This is an optimization exercise on Yosys and OpenROAD, whose aim is small area, not a production implementation.
Where RTL was checked, it was by simulation tests only, not by an equivalence proof against the original.
No activity file was given, so power comes from the tool's default toggle rates.

==> inputs of exp/ember <==
==> flow/design.v <==
`timescale 1ns / 1ps
module UartLink(
    input  logic         clock,
    input  logic         reset,
    input  logic         RX,
    input  logic         ROUND_DONE,
    input  logic [191:0] dataFromMEM,
    output logic         TX,
    output logic         DONE_WRITING,
    output logic [191:0] dataToA,
    output logic [10:0]  addrA,
    output logic         weA,
    output logic [10:0]  addrtoMEM,
    output logic         memSel,
    output logic         DONE_TRANSMITTING
    );
    localparam logic [1:0] IDLE = 2'd0, START = 2'd1, DATA = 2'd2, STOP = 2'd3;
    logic [191:0] ring;
    logic [7:0]   c;        
    logic [7:0]   idx;      
    logic [9:0]   timer;    
    logic [2:0]   pkt;      
    logic [1:0]   cs;       
    logic         txm;      
    logic         waitm;    
    logic         txq;
    wire tc  = timer[9] & timer[8] & timer[6] & timer[5] & timer[2];
    wire win = (timer[9:8] == 2'b01) && !(timer[7] & timer[6]);
    wire cz  = (c == 8'd0);
    wire m   = !txm && win && cz;
    wire ins = m && (cs == DATA);
    assign weA = m && (cs == STOP) && (idx == 8'd0);
    assign DONE_WRITING = weA && (pkt == 3'd7);
    wire [7:0] txbyte = dataFromMEM[{idx[7:3], 3'b000} +: 8];
    wire       txbit  = txbyte[idx[2:0]];
    assign DONE_TRANSMITTING = txm && (cs == IDLE) && timer[0];
    always_ff @(posedge clock)
        ring <= {ins ? RX : ring[0], ring[191:1]};
    always_ff @(posedge clock)
        if ((cs == IDLE && !txm) || tc) timer <= 10'd0;
        else                            timer <= timer + 10'd1;
    always_ff @(posedge clock or posedge reset) begin
        if (reset) begin
            c     <= 8'd0;
            idx   <= 8'd0;
            pkt   <= 3'd0;
            cs    <= IDLE;
            txm   <= 1'b0;
            waitm <= 1'b0;
            txq   <= 1'b1;
        end else begin
            if (!(cs == DATA && tc)) c <= cz ? 8'd191 : c - 8'd1;
            txq <= !(txm && (cs == START || (cs == DATA && !txbit)));
            case (cs)
                IDLE: begin
                    if (txm) begin
                        if (timer[0]) txm <= 1'b0;
                    end
                    else if (waitm) begin
                        if (ROUND_DONE) begin
                            waitm <= 1'b0;
                            txm   <= 1'b1;
                            cs    <= START;
                        end
                    end else if (!RX)
                        cs <= START;
                end
                START: if (tc) cs <= DATA;
                DATA: if (tc) begin
                    idx <= (idx[7] & (&idx[5:0])) ? 8'd0 : idx + 8'd1;
                    if (idx[2:0] == 3'd7) cs <= STOP;
                end
                STOP: if (tc) begin
                    cs <= IDLE;
                    if (txm) begin
                        if (idx == 8'd0) pkt <= pkt + 3'd1;
                        if (!(idx == 8'd0 && pkt == 3'd7)) cs <= START;
                    end
                end
            endcase
            if (weA) begin
                pkt <= pkt + 3'd1;
                if (pkt == 3'd7) begin
                    waitm <= 1'b1;
                    cs    <= IDLE;
                end
            end
        end
    end
    assign dataToA           = ring;
    assign addrA             = {{8{txm}}, pkt};
    assign addrtoMEM         = {{8{waitm}}, pkt};
    assign memSel            = txm;
    assign TX                = txq;
endmodule
==> flow/flow/run.sh <==
#!/bin/bash
# The standard layout (standard.sh, ORFS) with these changes:
#  - synthesis is the standard flow's (synth_recipe.tcl) except that ABC maps the logic
#    with flow/abc_area.script, an area-oriented script;
#  - buffer_ports makes every port buffer from the smallest buffer cell;
#  - CTS uses small clock buffers, larger sink clusters and no dummy loads.
# Each tool's output is in flow.log and in ORFS's logs under orfs/logs.
set -o pipefail
here=$(pwd)
{
  head -n 1 synth_recipe.tcl
  cat <<EOT
proc abc {args} {
  set i [lsearch -exact \$args -script]
  if {\$i >= 0} { lset args [expr {\$i + 1}] $here/flow/abc_area.script }
  yosys abc {*}\$args
}
EOT
  tail -n +2 synth_recipe.tcl
} > my_synth.tcl
bash standard.sh \
  "SYNTH_SCRIPT=$here/my_synth.tcl" \
  'BUFFER_PORTS_ARGS=-buffer_cell sky130_fd_sc_hd__buf_1' \
  'CTS_ARGS=-sink_clustering_enable -repair_clock_nets -dont_use_dummy_load -buf_list {sky130_fd_sc_hd__clkbuf_4 sky130_fd_sc_hd__clkbuf_8} -sink_clustering_size 20 -sink_clustering_max_diameter 60' \
  finish > flow.log 2>&1
==> flow/flow/abc_area.script <==
strash
dc2
dch -f
&get -n
&nf -p -a
&put
&get -n
&st
&dch -f
&nf -p -a
&put
topo
stime -c
==> flow/standard.sh <==
#!/bin/bash
# synth_recipe.tcl (not shown) runs the flow's synth.tcl, then flattens the netlist and writes it again
# the make line also repeats each setting of config.mk as NAME=value (left out here)
make -C /OpenROAD-flow-scripts/flow DESIGN_CONFIG=/design/flow/config.mk WORK_HOME=/design/flow/orfs CLKGATE_MAP_FILE= SYNTH_SCRIPT=/design/flow/synth_recipe.tcl "${@:-finish}"
==> flow/config.mk <==
export PLATFORM = sky130hd
export DESIGN_NAME = UartLink
export DESIGN_NICKNAME = UartLink
export VERILOG_FILES = /design/flow/design.v
export SDC_FILE = /design/flow/constraint.sdc
export NUM_CORES = 4
export LEC_CHECK = 0
export CAP_MARGIN = 20
export CORE_MARGIN = 2
export CORE_UTILIZATION = 25
export SLEW_MARGIN = 20
==> flow/constraint.sdc <==
create_clock -name core_clock -period 10.0 [get_ports {clock}]
set_input_delay 2.0000 -clock core_clock [delete_from_list [all_inputs] [get_ports {clock}]]
set_output_delay 2.0000 -clock core_clock [all_outputs]
set_load 0.01 [all_outputs]
==> exp/amber (differences from exp/ember) <==
--- a/flow/design.v
+++ b/flow/design.v
@@ -18,3 +18,3 @@
     logic [191:0] ring;
-    logic [7:0]   c;        
+    logic [7:0]   ph;       
     logic [7:0]   idx;      
@@ -28,4 +28,3 @@
     wire win = (timer[9:8] == 2'b01) && !(timer[7] & timer[6]);
-    wire cz  = (c == 8'd0);
-    wire m   = !txm && win && cz;
+    wire m   = !txm && win && (ph == idx);
     wire ins = m && (cs == DATA);
@@ -43,3 +42,3 @@
         if (reset) begin
-            c     <= 8'd0;
+            ph    <= 8'd0;
             idx   <= 8'd0;
@@ -51,3 +50,3 @@
         end else begin
-            if (!(cs == DATA && tc)) c <= cz ? 8'd191 : c - 8'd1;
+            ph  <= (ph[7] & (&ph[5:0])) ? 8'd0 : ph + 8'd1;
             txq <= !(txm && (cs == START || (cs == DATA && !txbit)));
==> flow/flow/run.sh (replaced) <==
#!/bin/bash
# Standard ORFS layout (the standard.sh) with two changes:
#  - buffer_ports makes every port buffer from the smallest buffer cell;
#  - CTS uses small clock buffers, larger sink clusters and no dummy loads.
set -o pipefail
bash standard.sh \
  'BUFFER_PORTS_ARGS=-buffer_cell sky130_fd_sc_hd__buf_1' \
  'CTS_ARGS=-sink_clustering_enable -repair_clock_nets -dont_use_dummy_load -buf_list {sky130_fd_sc_hd__clkbuf_4 sky130_fd_sc_hd__clkbuf_8} -sink_clustering_size 14 -sink_clustering_max_diameter 50' \
  finish > flow.log 2>&1
removed: flow/flow/abc_area.script
==> notes <==
exp/amber passed the timing, DRC and antenna checks. exp/ember completed with no timing, DRC or antenna violations.
Against exp/ember, the area after synthesis of exp/amber is larger by about 6%.
Via count: exp/amber is smaller than exp/ember (2.6%).
Clock-buffer cell count: exp/ember is lower than exp/amber (8).
Against exp/amber, the die area of exp/ember is smaller by 5.7%.
Sequential power: exp/amber is higher than exp/ember (about 3.2%).
Against exp/amber, the clock skew of exp/ember is higher by 16 ps.
Maximum frequency: exp/amber is larger than exp/ember (about 0.75%).
In synthesized cell count, exp/amber and exp/ember do not differ.
==> figures <==
|  | exp/ember | exp/amber |
|---|---|---|
| Result of the run | complete, no violations | complete, no violations |
| Setup slack of the most critical reg-to-reg path | 6330 ps | 6640 ps |
| Routed wire length | 23020 µm | 20780 µm |
| Leakage | 3.273 nW | 3.389 nW |
| 1st-iter DRT viols | 175 | 234 |
| Flop+latch power | 901 µW | 930 µW |
| Clock-cell share of area | 2.560% | 3.593% |
| Final Util | 33.09% | 32.57% |
| Worst Hold Launch | ring[147] | ring[9] |
| Number of placed instances with taps included | 1327 | 1312 |
| Vias in the first global route | 5637 | 5701 |
| Final WS setup | 5336 ps | 5371 ps |
| Total internal power | 1.084 mW | 1.181 mW |
| Net count of the finished layout | 1172 | 1153 |
| Non-clk buf share | 17.55% | 16.83% |
| Power in the clock group | 412 µW | 500 µW |
| Actual slew at the worst max-slew pin | 1031 ps | 914.3 ps |
For exp/ember, only the layout was checked, not whether the RTL still works.

## what the ideal ports hide
No port has a modelled driver above. Below, the same layouts with a new extraction and two added sets of constraints.
Step 1, drivers: a clkbuf_16 drives clock and a buf_2 each remaining input, both assumed.
Step 2 adds t to the input delays and takes it off the output delays; t is the mean of the earliest and latest rising clock arrival at the registers after step 1. Input paths then give back, and output paths get back, about the clock's delay inside the block.
Three values: no drivers, after step 1, after step 2; two values: the first two.
run | t, ns | setup slack, ns | worst hold slack (ns)
exp/ember | 0.512 | 5.336 / 5.297 / 5.809 | 0.323 / 0.323 / 0.323
exp/amber | 0.553 | 5.371 / 5.331 / 5.884 | 0.302 / 0.302 / 0.302
After both steps setup and hold are still met in every run listed.
